From an optimization exercise on the open Yosys and OpenROAD flow, aimed at small area and a short achievable clock period; shortcuts taken in it are not production practice. Only simulation tests tie the RTL to the original design; equivalence was not proved. Power and IR drop assume default switching activity.

10-16:
// uart_top
module uart_top #(
    parameter CLOCK_FREQ = 50000000,
    parameter DEFAULT_BAUD = 9600,
    parameter DATA_WIDTH = 8,
    parameter STOP_BITS = 1,
    parameter PARITY_EN = 0,
    parameter OVERSAMPLING = 16
) (
    input wire clk,
    input wire rst_n,
    input wire rx,
    output wire tx,
    input wire tx_start,
    input wire [DATA_WIDTH-1:0] tx_data,
    output wire tx_busy,
    output wire tx_done,
    output wire [DATA_WIDTH-1:0] rx_data,
    output wire rx_valid,
    input wire [15:0] baud_cfg,
    output wire frame_error,
    output wire parity_error,
    output wire overrun_error,
    output wire break_detected,
    output wire [7:0] frame_error_count,
    output wire [7:0] parity_error_count,
    output wire [7:0] overrun_error_count,
    output wire [7:0] break_count,
    output wire [15:0] bytes_received,
    output wire [15:0] packets_received,
    input wire clear_stats
);
    wire baud_tick;
    baud_generator baud_gen (
        .clk(clk),
        .rst_n(rst_n),
        .baud_cfg(baud_cfg),
  ...
Size in the first run: ~1300 cells after synthesis, roughly 150 flip-flops, roughly 0.011 mm² of cells after synthesis.
clock: 72.0 ns
lec_check: 0
abc_area: 1
cap_margin: 20
core_margin: 2
core_utilization: 40
cts_buf_list: sky130_fd_sc_hd__clkbuf_8
cts_cluster_diameter: 100
cts_cluster_size: 30
slew_margin: 20
standard.sh (not shown) runs the stock make flow with config.mk's settings and CLKGATE_MAP_FILE= SYNTH_SCRIPT=/design/flow/synth_recipe.tcl, a recipe that flattens the netlist after the stock synthesis.
==> flow/flow/run.sh <==
#!/bin/bash
# Own flow: the standard flow (standard.sh: unchanged synthesis and steps) with
#  - the port buffers that buffer_ports inserts chosen as the smallest buffer, and
#  - clock tree synthesis without dummy loads.
# make's full output goes to standard.log; ORFS keeps each step's log under orfs/logs.
export BUFFER_PORTS_ARGS="-buffer_cell sky130_fd_sc_hd__buf_1"
export CTS_ARGS="-sink_clustering_enable -repair_clock_nets -buf_list sky130_fd_sc_hd__clkbuf_8 -sink_clustering_size 30 -sink_clustering_max_diameter 100 -dont_use_dummy_load"
bash standard.sh > standard.log 2>&1
Input changes introduced in 09-05 (baseline for comparison: 10-16):
--- a/flow/design.v
+++ b/flow/design.v
@@ -597,13 +597,13 @@
     genvar gi;
     generate for (gi = 0; gi < 16; gi = gi + 1) begin : g_inc
         assign c2_inc[gi] = c2[gi] ^ c2_t[gi];
         assign c2_t[gi + 1] = c2[gi] & c2_t[gi];
     end endgenerate
     always @(posedge clk) b <= (baud_cfg == 16'd0) ? 16'd9600 : baud_cfg;
-    always @(posedge clk or negedge rst_n) begin
+    always @(posedge clk) begin
         if (!rst_n) begin
             c2 <= 16'd2;
             baud_tick <= 1'b0;
         end else begin
             baud_tick <= cond;
             c2 <= cond ? 16'd2 : c2_inc;
@@ -629,13 +629,13 @@
     wire [3:0] state_inc = {state[3] ^ (state[2] & state[1] & state[0]),
                             state[2] ^ (state[1] & state[0]),
                             state[1] ^ state[0],
                             ~state[0]};
     always @(posedge clk)
         if (idle && tx_start) data <= tx_data;
-    always @(posedge clk or negedge rst_n) begin
+    always @(posedge clk) begin
         if (!rst_n) begin
             state   <= IDLE;
             tx      <= 1'b1;
             tx_busy <= 1'b0;
             tx_done <= 1'b0;
         end else begin
@@ -686,13 +686,13 @@
         rx_sync2 <= rx_sync1;
         if (baud_tick)
             sample_count <= idle ? 4'd0 : inc4(sample_count);
         if (data_st && mid)
             shift_lo <= {shift_hi, shift_lo[6:1]};
     end
-    always @(posedge clk or negedge rst_n) begin
+    always @(posedge clk) begin
         if (!rst_n) begin
             rx_filter     <= 3'b111;
             rx_filtered   <= 1'b1;
             div16         <= 4'd0;
             state         <= IDLE;
             shift_hi      <= 1'b0;
@@ -776,13 +776,13 @@
     endfunction
     reg [3:0] zeros;
     reg [1:0] idle_count;      
     reg prev_rx_valid, prev_frame_error, prev_overrun_error;
     wire zero_frame = (rx_data == 8'd0) && frame_error;
     wire ff_frame = (rx_data == 8'hFF);
-    always @(posedge clk or negedge rst_n) begin
+    always @(posedge clk) begin
         if (!rst_n) begin
             zeros          <= 4'd0;
             break_detected <= 1'b0;
         end else begin
             break_detected <= rx_valid && zero_frame && (zeros == 4'd9);
             if (rx_valid) begin
@@ -794,13 +794,13 @@
                               zeros[1] ^ zeros[0],
                               ~zeros[0]};
             end
         end
     end
     wire pkt_inc = rx_valid && !ff_frame && (idle_count == 2'd3);
-    always @(posedge clk or negedge rst_n) begin
+    always @(posedge clk) begin
         if (!rst_n) begin
             idle_count          <= 2'd0;
             packets_received    <= 16'd0;
             frame_error_count   <= 8'd0;
             overrun_error_count <= 8'd0;
             break_count         <= 8'd0;
Findings:
Relative to 10-16, peak supply drop increased by about 23% in 09-05.
09-05 vs. 10-16: number of vias per cell ~0 delta, total power has decreased.
Die area in 09-05 is 4.2% lower than in 10-16
10-16 ended up with more cell instances than 09-05 did.
09-05 ended with less final-layout fill cell count than 10-16.
09-05 against 10-16: minimum period implied by the final worst setup slack now sits lower, share of power burned in registers now sits higher.
Lower combinational fraction of design power among 09-05 and 10-16: 09-05

==> separate check: timing with driven ports <==
How much do the figures lean on ideal ports? The routed layouts below were timed once more, with nothing changed but the port constraints. Step 1 (the two cells are an assumption about what drives the block):
set clk [get_ports {clk}]
set_driving_cell -lib_cell sky130_fd_sc_hd__clkbuf_16 $clk
set_driving_cell -lib_cell sky130_fd_sc_hd__buf_2 [delete_from_list [all_inputs] $clk]
Step 2 adds t to the input delays and takes it off the output delays; t is the mean of the earliest and latest rising clock arrival at the registers after step 1. Input paths then give back, and output paths get back, about the clock's delay inside the block. Slacks: no drivers / after step 1 / after step 2; pairs: no drivers / after step 1.
| run | t (ns) | setup WS [ns] | clock arrival spread, ns | worst slew at a driven data input, ns |
|---|---|---|---|---|
| 10-16 | 0.481 | 56.495 / 56.457 / 56.127 | 0.027 / 0.027 | 0.04 |
| 09-05 | 0.464 | 56.580 / 56.540 / 56.149 | 0.056 / 0.057 | 0.06 |
After both steps setup and hold are still met in every run listed. For 09-05, which loses most, drivers alone change the setup slack by -0.040 ns; drivers and shift together by -0.431 ns.
